Background: an optimization exercise with open tools, aiming at small area. Do not read the settings as production practice.
In this exercise RTL edits were held to simulation tests only and were not proved equivalent to the original.

==> flow/design.v (outline; a module is shown in full before it is edited, if it fits) <==
// module Delay_Line: 34 lines
// module UpDown_Counter: 26 lines
// module Thread_Number: 33 lines
// module RAM_SDP: 46 lines
// module RAM_SDP_Multithreaded: 72 lines
// module Address_Range_Decoder_Static: 26 lines
// module Address_Range_Translator: 35 lines
// module Memory_Mapper: 56 lines
// module Multiplier_Generic: 2568 lines
// module Add_Full: 11 lines
// module Add_Half: 10 lines
// module Add_Full_One: 10 lines
// module Multiplier_Pipeline: 61 lines
module Multiplier_Pipeline
#(
    parameter WORD_WIDTH                    = 36,
    parameter CONFIG_ADDR                   = 4000,
    parameter CONFIG_ADDR_WIDTH             = 12,
    parameter THREAD_COUNT                  = 8,
    parameter RAMSTYLE                      = "MLAB"
)
(
    input   wire                            clock,
    input   wire    [CONFIG_ADDR_WIDTH-1:0] config_addr,
    input   wire                            config_signed,  
    input   wire                            config_enable,
    input   wire    [WORD_WIDTH-1:0]        A,
    input   wire                            A_wren,
    input   wire    [WORD_WIDTH-1:0]        B,
    input   wire                            B_wren,
    output  wire    [WORD_WIDTH-1:0]        R_low,
    output  wire    [WORD_WIDTH-1:0]        R_high
);
  // ...
==> flow/flow/run.sh <==
#!/bin/bash
# The standard layout (standard.sh: standard synthesis and ORFS steps) with
# two changes:
#  - after synthesis, combinational cells that ABC mapped to a stronger drive
#    are set back to the weakest drive of the same function (downsize.tcl);
#    ORFS's placement and timing repair upsize what needs it;
#  - the smallest buffer (buf_1) on every input and output port instead of the
#    one buffer_ports picks by default (BUFFER_PORTS_ARGS, read by ORFS's
#    global placement step).
# Each tool's output goes to a log file here: synth.log, downsize.log,
# standard.log; ORFS's per-step logs stay under orfs/logs/.
set -euo pipefail
export BUFFER_PORTS_ARGS="-buffer_cell sky130_fd_sc_hd__buf_1"
bash standard.sh synth > synth.log 2>&1
RESULTS=$PWD/orfs/results/$FLOW_PLATFORM/Multiplier_Pipeline/base openroad -no_init -exit flow/downsize.tcl > downsize.log 2>&1
touch orfs/results/$FLOW_PLATFORM/Multiplier_Pipeline/base/1_synth.sdc
bash standard.sh > standard.log 2>&1
==> flow/flow/downsize.tcl <==
# Set every combinational cell that synthesis mapped to a stronger drive back to
# the weakest drive of the same function. Placement and timing repair later
# upsize whatever needs it. Registers, buffers and inverters are left alone.
read_liberty $::env(FLOW_HOME)/platforms/sky130hd/lib/sky130_fd_sc_hd__tt_025C_1v80.lib
set odb $::env(RESULTS)/1_synth.odb
read_db $odb
set n 0
foreach inst [[ord::get_db_block] getInsts] {
  set master [[$inst getMaster] getName]
  if {![regexp {^sky130_fd_sc_hd__([a-z0-9]+)_([0-9]+)$} $master -> fn drive]} { continue }
  if {$drive <= 1} { continue }
  if {[regexp {^(df|edf|sdf|dl|buf|clkbuf|inv|clkinv|bufinv|conb|tap|fill|decap|diode|clkdly|dlygate|dlymetal)} $fn]} { continue }
  foreach d {1 0} {
    set small "sky130_fd_sc_hd__${fn}_$d"
    if {[[ord::get_db] findMaster $small] ne "NULL"} {
      $inst swapMaster [[ord::get_db] findMaster $small]
      incr n
      break
    }
  }
}
puts "downsized $n instances"
write_db $odb
==> flow/standard.sh <==
#!/bin/bash
# synth_recipe.tcl (not shown) runs the flow's synth.tcl, then flattens the netlist and writes it again
# the make line also repeats each setting of config.mk as NAME=value (left out here)
make -C /OpenROAD-flow-scripts/flow DESIGN_CONFIG=/design/flow/config.mk WORK_HOME=/design/flow/orfs CLKGATE_MAP_FILE= SYNTH_SCRIPT=/design/flow/synth_recipe.tcl "${@:-finish}"
==> flow/config.mk <==
export PLATFORM = sky130hd
export DESIGN_NAME = Multiplier_Pipeline
export DESIGN_NICKNAME = Multiplier_Pipeline
export VERILOG_FILES = /design/flow/design.v
export SDC_FILE = /design/flow/constraint.sdc
export NUM_CORES = 4
export LEC_CHECK = 0
export ABC_AREA = 1
export CAP_MARGIN = 20
export CORE_MARGIN = 2
export CORE_UTILIZATION = 70
export CTS_BUF_LIST = sky130_fd_sc_hd__clkbuf_16
export CTS_CLUSTER_DIAMETER = 80
export CTS_CLUSTER_SIZE = 36
export SLEW_MARGIN = 20
export SYNTH_HIERARCHICAL = 1
==> flow/constraint.sdc <==
create_clock -name core_clock -period 8.5 [get_ports {clock}]
set_input_delay 1.7000 -clock core_clock [delete_from_list [all_inputs] [get_ports {clock}]]
set_output_delay 1.7000 -clock core_clock [all_outputs]
set_load 0.01 [all_outputs]
==> out/metrics.yaml, run 1 <==
dr.pass1.iters: 21
dp_slack_ns: 1.00
arrival_ns: 8.43
hpwl_um: 82800
grt_pass1_wl_um: 185000
grt_max_degree: 40
dieArea_mm2: 0.0618
cpLargestDelayFamily: "adder cells"
inv_count: 167
worstSetupEndpoint: "R_high_reg[35]"
postRouteWirelength_um: 120000
r2r_cells: 26
period_minus_slack_ns: 7.85
dr_total_vias: 30100
syn_inst: 3731
clkTransAtPathRegs_ns: 0.12
sh_seq_area: 0.302
path_depth: 26
drv_slew: 0
fill_cells: 4162
timing.rr.start: "ring_A[7][35]"
status: "timing/DRC/antenna clean"
buf_share: 0.0317
largest_cell_class: "multi-input combinational cells"
cpMostUsedCell: "nand2_1"
synth_top_family_by_area: "adder cells"
postCtsSetupRepairBufs: 0
grtUsageTotal: 0.392
max-slew-margin-rel: 0.156
==> run 2, diff against run 1 <==
--- a/flow/config.mk
+++ b/flow/config.mk
@@ -8,9 +8,10 @@
 export ABC_AREA = 1
 export CAP_MARGIN = 20
 export CORE_MARGIN = 2
-export CORE_UTILIZATION = 70
+export CORE_UTILIZATION = 60
 export CTS_BUF_LIST = sky130_fd_sc_hd__clkbuf_16
-export CTS_CLUSTER_DIAMETER = 80
-export CTS_CLUSTER_SIZE = 36
+export CTS_CLUSTER_DIAMETER = 100
+export CTS_CLUSTER_SIZE = 30
+export GPL_TIMING_DRIVEN = 0
 export SLEW_MARGIN = 20
 export SYNTH_HIERARCHICAL = 1
==> run 2 against run 1 <==
Flip-flop and latch count unchanged. Maximum frequency down 3.4%. Register-to-register slack worse by 0.27 ns. Still clean on timing, DRC and antenna. Highest routed layer unchanged. Sequential share of layout area shrank 0.66 points. Hold slack worse by 0.0078 ns. Cell count rose by 9.0%. Clock skew down 0.015 ns.
==> out/metrics.yaml, run 2 <==
ys_area_mm2: 0.0422  # unchanged
synth_enable_flop_cells: 0  # unchanged
synth_area_mm2: 0.0419  # unchanged
port_buffers: 158  # was 160
vias_per_cell: 6.33  # was 6.76
hpwl_um: 110000  # was 82,800 µm
clk_latency_ns: 0.65  # was 0.64 ns
async_flop_share: 0  # unchanged
synth_area_leaders: "dfxtp_1, fa_1, xor2_1"  # unchanged
postRouteWirelength_um: 140000  # was 120,000 µm
drive_above_1_share: 0.0533  # was 0.0570
status: "timing/DRC/antenna clean"  # unchanged
fp.dieH_um: 268  # was 249 µm
r2r_cells: 29  # was 26
antenna_found_initial: 3  # was 2
crit_buf_inv: 3  # was 2
synth_top_cells_by_count: "dfxtp_1, xor2_1, o22ai_1"  # unchanged
cpLargestDelayFamily: "adder cells"  # unchanged
cts_buffer_depth: 3  # unchanged
skew_ns: 0.0288  # was 0.0435 ns
critPathKind: "register to register"  # unchanged
yosysSeqAreaShare: 0.311  # unchanged
dieArea_mm2: 0.0719  # was 0.0618 mm²
cts_buffers: 27  # was 25
cts_tree: "yes"  # unchanged
reg2reg_slack_ns: 0.37  # was 0.65 ns
hold_viol_final: 0  # unchanged
grt_setup_unrepaired: "false"  # unchanged
crit_required_ns: 9.05  # was 9.08 ns
areaGrowthSynthToFinish_pct: 6.26  # was 4.10%
grt_pass1_vias: 32200  # was 31,400
ys_ff_latch: 656  # unchanged
core_area_mm2: 0.0688  # was 0.0591 mm²
slowest_stage: "o21ai_1"  # was dfxtp_1
die_w_um: 268  # was 249 µm
period_share: 0.956  # was 0.924
overflow: 0  # unchanged
crit_path_end_kind: "register"  # unchanged
grtUsageTotal: 0.393  # was 0.392
timing.rr.start: "ring_B[7][15]"  # was ring_A[7][35]
holdPathEnd: "ring_B[3][1]"  # was ring_B[2][23]
clkTransAtPathRegs_ns: 0.11  # was 0.12 ns
htree_levels: 1  # unchanged
num_rows: 96  # was 89
cpPeakStageDelay_ns: 0.88  # was 0.82 ns
worstSetupStartpointType: "register"  # unchanged
hold_path.class: "register to register"  # unchanged
syn_area_per_cell_um2: 11.2  # unchanged
syn_nets: 4555  # unchanged
start_util: 0.608  # was 0.708
syn_inst: 3731  # unchanged
synth_most_common_cell: "dfxtp_1"  # unchanged
arrival_ns: 8.68  # was 8.43 ns
grt_max_degree: 31  # was 40
clkSinkCount: 656  # unchanged
worst_pin_slew_ns: 1.25  # was 1.27 ns
dr.pass1.iters: 9  # was 21
cts_hold_buf: 0  # unchanged
setup_tns_ns: 0  # unchanged
dr_total_vias: 30800  # was 30,100
yosysTopAreaCell: "dfxtp_1"  # unchanged
io_pins: 161  # unchanged
cpMostUsedCell: "nand2_1"  # unchanged
grt_pass1_wl_um: 205000  # was 185,000 µm
final_common_cell: "dfxtp_1"  # was xor2_1
r2r_end: "R_high_reg[35]"  # unchanged
crit_fanout: 10  # was 30
wl_per_cell_um: 28.8  # was 27.0 µm
synth_warnings: 13  # unchanged
holdPathStages: 0  # unchanged
drt-initial-drc-count: 4060  # was 3,647
root_buffer: "clkbuf_16"  # unchanged
setup_violations: 0  # unchanged
drtAntennaViolNets: 0  # unchanged
nNetsFinal: 4743  # was 4,501
yosysUniqueCellTypes: 39  # unchanged
max-slew-margin-rel: 0.166  # was 0.156
route.detailed.drc: 0  # unchanged
hp-start: "ring_B[2][1]"  # was ring_B[1][23]
gp_congestion: 1.02  # was 0.953
drv_slew: 0  # unchanged
fmax_ghz: 0.123  # was 0.127 GHz
maxCapViolCount: 0  # unchanged
period_minus_slack_ns: 8.13  # was 7.85 ns
final_cell_mix: "dfxtp_1, xor2_1, o22ai_1"  # was xor2_1, o22ai_1, dfxtp_1
top_regs: "ring_A x288, ring_B x288"  # unchanged
ys.flop_type: "dfxtp_1"  # unchanged
yosysTopAreaCellShare: 0.311  # unchanged
run 2: modules after synthesis, one instance, submodules excluded, a selection:
module / times used / cells
Multiplier_Pipeline: 1 / 758
Add_Half: 88 / 1
Add_Full: 612 / 1
run 2: logic make-up (layout without fill, tap and decap cells):
logic type / Yosys count / count (layout) / share of synthesized area
mux: 72 / 72 / 0.0245
simple gates: 308 / 308 / 0.0311
other cells: 0 / 5 / 0
buf+inv: 511 / 703 / 0.0517
fa+ha+maj: 735 / 735 / 0.327
compound gates: 766 / 766 / 0.113
xor+xnor: 683 / 683 / 0.142
flops: 656 / 656 / 0.311
run 2: final cells by class:
| cell class | count | area [µm²] |
|---|---|---|
| multi-input combinational | 2564 | 26600 |
| fill | 5467 | 24300 |
| sequential | 656 | 13100 |
| buffer | 344 | 1560 |
| tap | 931 | 1160 |
| clock buffer | 27 | 676 |
| inverter | 167 | 627 |
| timing repair buffer | 159 | 608 |
| clock inverter | 6 | 93.8 |
| antenna | 5 | 12.5 |
run 2: worst max path at each step:
stage	cells after the start	from	to
2_1_floorplan	29	ring_B[7][1]	R_high_reg[35]
3_3_place_gp	28	ring_B[7][15]	R_high_reg[35]
3_5_place_dp	30	ring_B[7][7]	R_high_reg[35]
4_1_cts	30	ring_B[7][3]	R_high_reg[35]
5_1_grt	29	ring_B[7][15]	R_high_reg[35]
6_report	29	ring_B[7][15]	R_high_reg[35]
run 2: metal layers:
metal / up-vias / global-route usage / share of wire
met1: 15200 / 0.487 / 0.36
li1: 12900 / - / -
met4: 6 / 0.250 / 0.077
met2: 2122 / 0.612 / 0.45
met3: 589 / 0.107 / 0.11
met5: - / 0 / 0.00029
run 2: repair_timing:
action                     CTS  global route
gates resized for setup      0            10
buffers inserted             0             0
setup endpoints to repair    0            12
run 2: metrics by stage:
step	setup slack, ns	util	instances	instance area, µm²	hold WS [ns]
after floorplan	2.37	-	3731	41900	0.310
after global placement	0.185	0.634	4820	43600	0.310
after detailed placement	0.165	0.634	4821	43700	0.312
after CTS	0.125	0.646	4854	44400	0.322
after global routing	0.0349	0.646	4854	44500	0.334
final	0.373	0.647	4859	44500	0.317
==> run 3, diff against run 2 <==
--- a/flow/config.mk
+++ b/flow/config.mk
@@ -12,6 +12,5 @@
 export CTS_BUF_LIST = sky130_fd_sc_hd__clkbuf_16
 export CTS_CLUSTER_DIAMETER = 100
 export CTS_CLUSTER_SIZE = 30
-export GPL_TIMING_DRIVEN = 0
 export SLEW_MARGIN = 20
 export SYNTH_HIERARCHICAL = 1
==> run 3 against run 2 <==
Largest cell class unchanged. Highest routed layer unchanged. Clock skew increased by 0.0032 ns. Flip-flop and latch count unchanged. Routed wire length down 12%. Worst setup slack gained 0.50 ns. Core utilization decreased by 0.80 points.
==> out/metrics.yaml, run 3 <==
status: "timing/DRC/antenna clean"  # unchanged
cts_tree: "yes"  # unchanged
start_util: 0.608  # unchanged
max-slew-margin-rel: 0.256  # was 0.166
core_area_mm2: 0.0688  # unchanged
maxCapViolCount: 0  # unchanged
postCtsSetupRepairBufs: 0  # unchanged
dr_total_vias: 29700  # was 30,800
syn_inst: 3731  # unchanged
clkTransAtPathRegs_ns: 0.10  # was 0.11 ns
clk_latency_ns: 0.67  # was 0.65 ns
timing.rr.start: "ring_B[7][23]"  # was ring_B[7][15]
holdPathEnd: "ring_S[2]"  # was ring_B[3][1]
final_cell_mix: "xor2_1, o22ai_1, dfxtp_1"  # was dfxtp_1, xor2_1, o22ai_1
synth_top_cells_by_count: "dfxtp_1, xor2_1, o22ai_1"  # unchanged
postRouteWirelength_um: 123000  # was 140,000 µm
worstSetupStartpointType: "register"  # unchanged
areaGrowthSynthToFinish_pct: 4.95  # was 6.26%
ys.flop_type: "dfxtp_1"  # unchanged
synth_enable_flop_cells: 0  # unchanged
crit_required_ns: 9.08  # was 9.05 ns
synth_most_common_cell: "dfxtp_1"  # unchanged
gp_congestion: 0.954  # was 1.02
final_common_cell: "xor2_1"  # was dfxtp_1
io_pins: 161  # unchanged
clkSinkCount: 656  # unchanged
syn_nets: 4555  # unchanged
hp-start: "ring_S[1]"  # was ring_B[2][1]
reg2reg_slack_ns: 0.87  # was 0.37 ns
cpPeakStageDelay_ns: 0.76  # was 0.88 ns
worst_pin_slew_ns: 1.11  # was 1.25 ns
slowest_stage: "inv_1"  # was o21ai_1
grt_max_degree: 41  # was 31
cts_buffer_depth: 3  # unchanged
drtAntennaViolNets: 0  # unchanged
synth_warnings: 13  # unchanged
r2r_end: "R_high_reg[27]"  # was R_high_reg[35]
critPathKind: "register to register"  # unchanged
drive_above_1_share: 0.0600  # was 0.0533
fp.dieH_um: 268  # unchanged
grt_pass1_wl_um: 188000  # was 205,000 µm
grt_setup_unrepaired: "false"  # unchanged
hold_path.class: "register to register"  # unchanged
nNetsFinal: 4512  # was 4,743
hold_viol_final: 0  # unchanged
overflow: 0  # unchanged
synth_area_mm2: 0.0419  # unchanged
cts_buffers: 29  # was 27
r2r_cells: 29  # unchanged
vias_per_cell: 6.43  # was 6.33
synth_area_leaders: "dfxtp_1, fa_1, xor2_1"  # unchanged
route.detailed.drc: 0  # unchanged
antenna_found_initial: 2  # was 3
setup_tns_ns: 0  # unchanged
ys_ff_latch: 656  # unchanged
ys_area_mm2: 0.0422  # unchanged
crit_buf_inv: 4  # was 3
cts_hold_buf: 0  # unchanged
hpwl_um: 86200  # was 110,000 µm
dieArea_mm2: 0.0719  # unchanged
crit_path_end_kind: "register"  # unchanged
setup_violations: 0  # unchanged
holdPathStages: 0  # unchanged
dr.pass1.iters: 8  # was 9
skew_ns: 0.0320  # was 0.0288 ns
crit_fanout: 11  # was 10
port_buffers: 160  # was 158
yosysTopAreaCellShare: 0.311  # unchanged
yosysUniqueCellTypes: 39  # unchanged
wl_per_cell_um: 26.7  # was 28.8 µm
grtUsageTotal: 0.346  # was 0.393
period_share: 0.897  # was 0.956
die_w_um: 268  # unchanged
cpMostUsedCell: "nand2_1"  # unchanged
top_regs: "ring_A x288, ring_B x288"  # unchanged
cpLargestDelayFamily: "adder cells"  # unchanged
root_buffer: "clkbuf_16"  # unchanged
yosysSeqAreaShare: 0.311  # unchanged
antennaDiodeCount: 0  # was 5
drt-initial-drc-count: 3340  # was 4,060
period_minus_slack_ns: 7.63  # was 8.13 ns
grt_pass1_vias: 31100  # was 32,200
cts_resized: 0  # unchanged
arrival_ns: 8.21  # was 8.68 ns
fmax_ghz: 0.131  # was 0.123 GHz
async_flop_share: 0  # unchanged
num_rows: 96  # unchanged
syn_area_per_cell_um2: 11.2  # unchanged
htree_levels: 1  # unchanged
yosysTopAreaCell: "dfxtp_1"  # unchanged
drv_slew: 0  # unchanged
==> run 3: cell count changes in the layout (fill, tap and decap cells not counted), moves of 7 or more <==
| cell | before | now |
|---|---|---|
| dfxtp_2 | 0 | 18 |
| o21ai_1 | 7 | 0 |
| buf_2 | 114 | 2 |
| clkbuf_1 | 112 | 0 |
| dfxtp_1 | 656 | 638 |
| buf_1 | 260 | 158 |
| buf_4 | 2 | 108 |
==> run 3: worst max-delay path by stage <==
stage | from | depth (start not counted) | to | slack (ns)
6_report | ring_B[7][23] | 29 | R_high_reg[27] | 0.87
3_5_place_dp | ring_B[7][17] | 29 | R_high_reg[27] | 1.12
5_1_grt | ring_B[7][17] | 29 | R_high_reg[27] | 0.67
2_1_floorplan | ring_B[7][1] | 29 | R_high_reg[35] | 2.37
3_3_place_gp | ring_B[7][23] | 29 | R_high_reg[27] | 1.22
4_1_cts | ring_B[7][17] | 29 | R_high_reg[27] | 1.07
==> run 3: modules after synthesis (local to each module, per instance), excerpt <==
module	cell area (µm²)	times used	cells	flip-flops and latches
Add_Full	20.0	612	1	0
Add_Half	12.5	88	1	0
Multiplier_Pipeline	14400	1	758	656
==> run 3: per-stage QoR <==
| stage | instance area, µm² | worst slack, ns | instances | utilization | hold WS [ns] |
|---|---|---|---|---|---|
| floorplan | 41900 | 2.37 | 3731 | - | 0.310 |
| global placement | 43100 | 1.22 | 4588 | 0.625 | 0.310 |
| detailed placement | 43100 | 1.12 | 4588 | 0.626 | 0.312 |
| CTS | 43900 | 1.07 | 4628 | 0.638 | 0.321 |
| global route | 43900 | 0.670 | 4628 | 0.638 | 0.318 |
| finish | 43900 | 0.873 | 4628 | 0.638 | 0.319 |
==> run 3: per-layer routing <==
layer	track usage	up-vias	wire length [µm]
met5	0	-	29
met4	0.188	4	7830
met3	0.0752	511	12800
met2	0.548	1979	57100
met1	0.446	14900	45600
li1	-	12400	-
==> run 3: layout make-up <==
type	count	area, µm²
Clock inverter	11	161
Tap cell	931	1160
Sequential cell	656	13200
Clock buffer	29	726
Fill cell	5552	24900
Timing Repair Buffer	270	1450
Inverter	167	627
Multi-Input combinational cell	2564	26700
==> run 3: logic make-up (layout without fill, tap and decap cells) <==
group           Yosys count  count (layout)  synth area share
flops                   656             656             0.311
mux                      72              72            0.0245
simple gates            308             308            0.0311
xor+xnor                683             683             0.142
fa+ha+maj               735             735             0.327
buf+inv                 511             477            0.0517
compound gates          766             766             0.113
==> run 3: worst register-to-register path: cells and delay by family, from the launching register on <==
| family | cells | cell delay (ns) |
|---|---|---|
| adders and majority gates | 8 | 3.46 |
| and+or+nand+nor | 13 | 1.62 |
| buffers and inverters | 4 | 1.42 |
| DFF | 1 | 0.38 |
| xor gates and xnor gates | 2 | 0.35 |
| AOI/OAI and AO/OA | 2 | 0.32 |
==> run 4, diff against run 3 <==
--- a/flow/config.mk
+++ b/flow/config.mk
@@ -6,11 +6,11 @@
 export NUM_CORES = 4
 export LEC_CHECK = 0
 export ABC_AREA = 1
-export CAP_MARGIN = 20
+export CAP_MARGIN = 0
 export CORE_MARGIN = 2
 export CORE_UTILIZATION = 60
 export CTS_BUF_LIST = sky130_fd_sc_hd__clkbuf_16
 export CTS_CLUSTER_DIAMETER = 100
 export CTS_CLUSTER_SIZE = 30
-export SLEW_MARGIN = 20
+export SLEW_MARGIN = 0
 export SYNTH_HIERARCHICAL = 1
==> run 4 against run 3 <==
Still clean. Cell count unchanged. Routed wire length decreased by 0.23%. Count of clock-buffer cells in the layout unchanged. Clock skew increased by 0.034 ns. Synthesized cell count unchanged. Register-to-register slack improved by 0.07 ns. Die area unchanged. Global-route usage increased by 0.061 points. Sequential share of layout area about the same. Design area about the same. First-iteration DRC count increased by 6.9%. Largest cell class unchanged.
==> out/metrics.yaml, run 4 <==
crit_fanout: 11  # unchanged
ys.flop_type: "dfxtp_1"  # unchanged
drive_above_1_share: 0.0600  # unchanged
cts_buffer_depth: 3  # unchanged
synth_area_mm2: 0.0419  # unchanged
status: "timing/DRC/antenna clean"  # unchanged
grt_max_degree: 41  # unchanged
antennaDiodeCount: 0  # unchanged
grt_pass1_wl_um: 188000  # about the same
clk_latency_ns: 0.68  # was 0.67 ns
num_rows: 96  # unchanged
synth_warnings: 13  # unchanged
drtAntennaViolNets: 0  # unchanged
async_flop_share: 0  # unchanged
crit_path_start: "ring_B[7][23]"  # unchanged
gp_congestion: 0.954  # unchanged
clkSinkCount: 656  # unchanged
grt_pass1_vias: 31000  # was 31,100
synth_top_cells_by_count: "dfxtp_1, xor2_1, o22ai_1"  # unchanged
cpLargestDelayFamily: "adder cells"  # unchanged
grt_setup_unrepaired: "false"  # unchanged
multi_input_area_mm2: 0.0266  # was 0.0267 mm²
start_util: 0.608  # unchanged
cpMostUsedCell: "nand2_1"  # unchanged
ys_ff_latch: 656  # unchanged
yosysTopAreaCellShare: 0.311  # unchanged
critPathKind: "register to register"  # unchanged
hold_viol_final: 0  # unchanged
met1Wirelength_um: 45600  # about the same
grtUsageTotal: 0.347  # was 0.346
slowest_stage: "inv_1"  # unchanged
crit_required_ns: 9.06  # was 9.08 ns
antenna_found_initial: 2  # unchanged
arrival_ns: 8.12  # was 8.21 ns
maxCapViolCount: 0  # unchanged
htree_levels: 1  # unchanged
fin_area_mm2: 0.0440  # was 0.0439 mm²
final_cell_mix: "xor2_1, o22ai_1, dfxtp_1"  # unchanged
core_area_mm2: 0.0688  # unchanged
clkTransAtPathRegs_ns: 0.10  # about the same
drt-initial-drc-count: 3572  # was 3,340
syn_nets: 4555  # unchanged
hpwl_um: 86200  # about the same
postRouteWirelength_um: 123000  # about the same
setup_violations: 0  # unchanged
top_regs: "ring_A x288, ring_B x288"  # unchanged
synth_enable_flop_cells: 0  # unchanged
io_pins: 161  # unchanged
yosysSeqAreaShare: 0.311  # unchanged
ys_area_mm2: 0.0422  # unchanged
final_common_cell: "xor2_1"  # unchanged
cts_buffers: 29  # unchanged
crit_path_end_kind: "register"  # unchanged
fmax_ghz: 0.132  # was 0.131 GHz
syn_area_per_cell_um2: 11.2  # unchanged
hold_path.class: "register to register"  # unchanged
ff_latch_area_mm2: 0.0132  # unchanged
period_share: 0.889  # was 0.897
cts_hold_buf: 0  # unchanged
skew_ns: 0.0663  # was 0.0320 ns
crit_buf_inv: 4  # unchanged
dr.pass1.iters: 6  # was 8
die_w_um: 268  # unchanged
nNetsFinal: 4512  # unchanged
fin_util: 0.639  # was 0.638
dr_total_vias: 29700  # about the same
yosysUniqueCellTypes: 39  # unchanged
syn_inst: 3731  # unchanged
dpl_cell_area_mm2: 0.0431  # about the same
dieArea_mm2: 0.0719  # unchanged
max-slew-margin-rel: 0.0754  # was 0.256
fp.dieH_um: 268  # unchanged
drv_slew: 0  # unchanged
wl_met3_um: 13000  # was 12,800 µm
timing.rr.start: "ring_B[7][23]"  # unchanged
hp-start: "ring_B[6][1]"  # was ring_S[1]
overflow: 0  # unchanged
postCtsSetupRepairBufs: 0  # unchanged
synth_area_leaders: "dfxtp_1, fa_1, xor2_1"  # unchanged
fill_cells: 5508  # was 5,552
yosysTopAreaCell: "dfxtp_1"  # unchanged
worstSetupStartpointType: "register"  # unchanged
route.met2.wl_um: 56600  # was 57,100 µm
hold_slack_ns: 0.292  # was 0.319 ns
dp_cells: 4588  # unchanged
worst_pin_slew_ns: 1.39  # was 1.11 ns
synth_most_common_cell: "dfxtp_1"  # unchanged
cts_resized: 0  # unchanged
cpPeakStageDelay_ns: 0.71  # was 0.76 ns
fin_cells: 4628  # unchanged
cts_tree: "yes"  # unchanged
period_minus_slack_ns: 7.56  # was 7.63 ns
areaGrowthSynthToFinish_pct: 4.99  # was 4.95%
setup_tns_ns: 0  # unchanged
wl_per_cell_um: 26.6  # was 26.7 µm
route.detailed.drc: 0  # unchanged
vias_per_cell: 6.41  # was 6.43
dr.max_layer_used: "met5"  # unchanged
port_buffers: 160  # unchanged
root_buffer: "clkbuf_16"  # unchanged
==> run 4: cell counts after synthesis <==
No cell type changed its count.
==> run 4: kinds of logic after synthesis <==
family / after synthesis / synth area share
simple gates: 308 / 0.0311
compound gates: 766 / 0.113
buf+inv: 511 / 0.0517
fa+ha+maj: 735 / 0.327
mux: 72 / 0.0245
xor+xnor: 683 / 0.142
flops: 656 / 0.311
==> run 4: worst register-to-register path, delay by kind of cell (launching register included) <==
kind | cells | cell delay [ns]
xor+xnor | 2 | 0.34
buf+inv | 4 | 1.37
compound gates | 2 | 0.31
fa+ha+maj | 8 | 3.47
flops | 1 | 0.37
simple gates | 13 | 1.62
==> run 4: worst paths after layout <==
| path | endpoint | slack (ns) | cells past startpoint |
|---|---|---|---|
| max | R_high_reg[27] | 0.94 | 29 |
| min | ring_B[7][1] | 0.29 | 0 |
| max reg2reg | R_high_reg[27] | 0.94 | 29 |
| min reg2reg | ring_B[7][1] | 0.29 | 0 |
==> run 4: layout make-up <==
cell class                 instances  share of cell area
clock buffer                      29              0.0165
clock inverter                    11             0.00424
inverter                         167              0.0143
multi-input combinational       2564               0.606
sequential                       656               0.299
tap                              931              0.0265
timing repair buffer             270              0.0331
==> run 4: per-module statistics from Yosys (local to each module, per instance), excerpt <==
module               flip-flops and latches  cells inside  area [µm²]
Add_Full                                  0             1        20.0
Add_Half                                  0             1        12.5
Multiplier_Pipeline                     656           758       14400
==> run 4: stage by stage <==
| step | setup slack, ns |
|---|---|
| 6_report | 0.944 |
| 2_1_floorplan | 2.37 |
| 3_5_place_dp | 1.11 |
| 5_1_grt | 0.627 |
| 3_3_place_gp | 1.22 |
| 4_1_cts | 1.10 |
==> run 4: metal layers <==
metal  global-route usage  up-vias
li1                     -    12400
met1                0.446    14800
met2                0.550     1993
met3               0.0766      498
met4                0.185        2
met5                    0        -

-- what the ideal ports hide --
No port has a modelled driver above. Below, the same layouts with a new extraction and two added sets of constraints.
Step 1, drivers: a clkbuf_16 drives clock and a buf_2 each remaining input, both assumed.
Step 2 times the ports against the registers' clock, not the clock port: input delays grow and output delays shrink by t, the midpoint of the rising clock arrivals with the driver on.
a / b / c = ideal ports / drivers / drivers and shift; a / b = the first two.
run	shift t [ns]	slack for setup (ns)	hold WS [ns]	worst setup path at the end
run 1	0.682	0.647 / 0.647 / 0.647	0.325 / 0.325 / 0.325	register to register
run 2	0.706	0.373 / 0.373 / 0.373	0.317 / 0.317 / 0.317	register to register
run 3	0.719	0.873 / 0.873 / 0.873	0.319 / 0.319 / 0.319	register to register
run 4	0.717	0.944 / 0.944 / 0.944	0.292 / 0.292 / 0.292	register to register
After both steps every run listed still meets setup and hold.
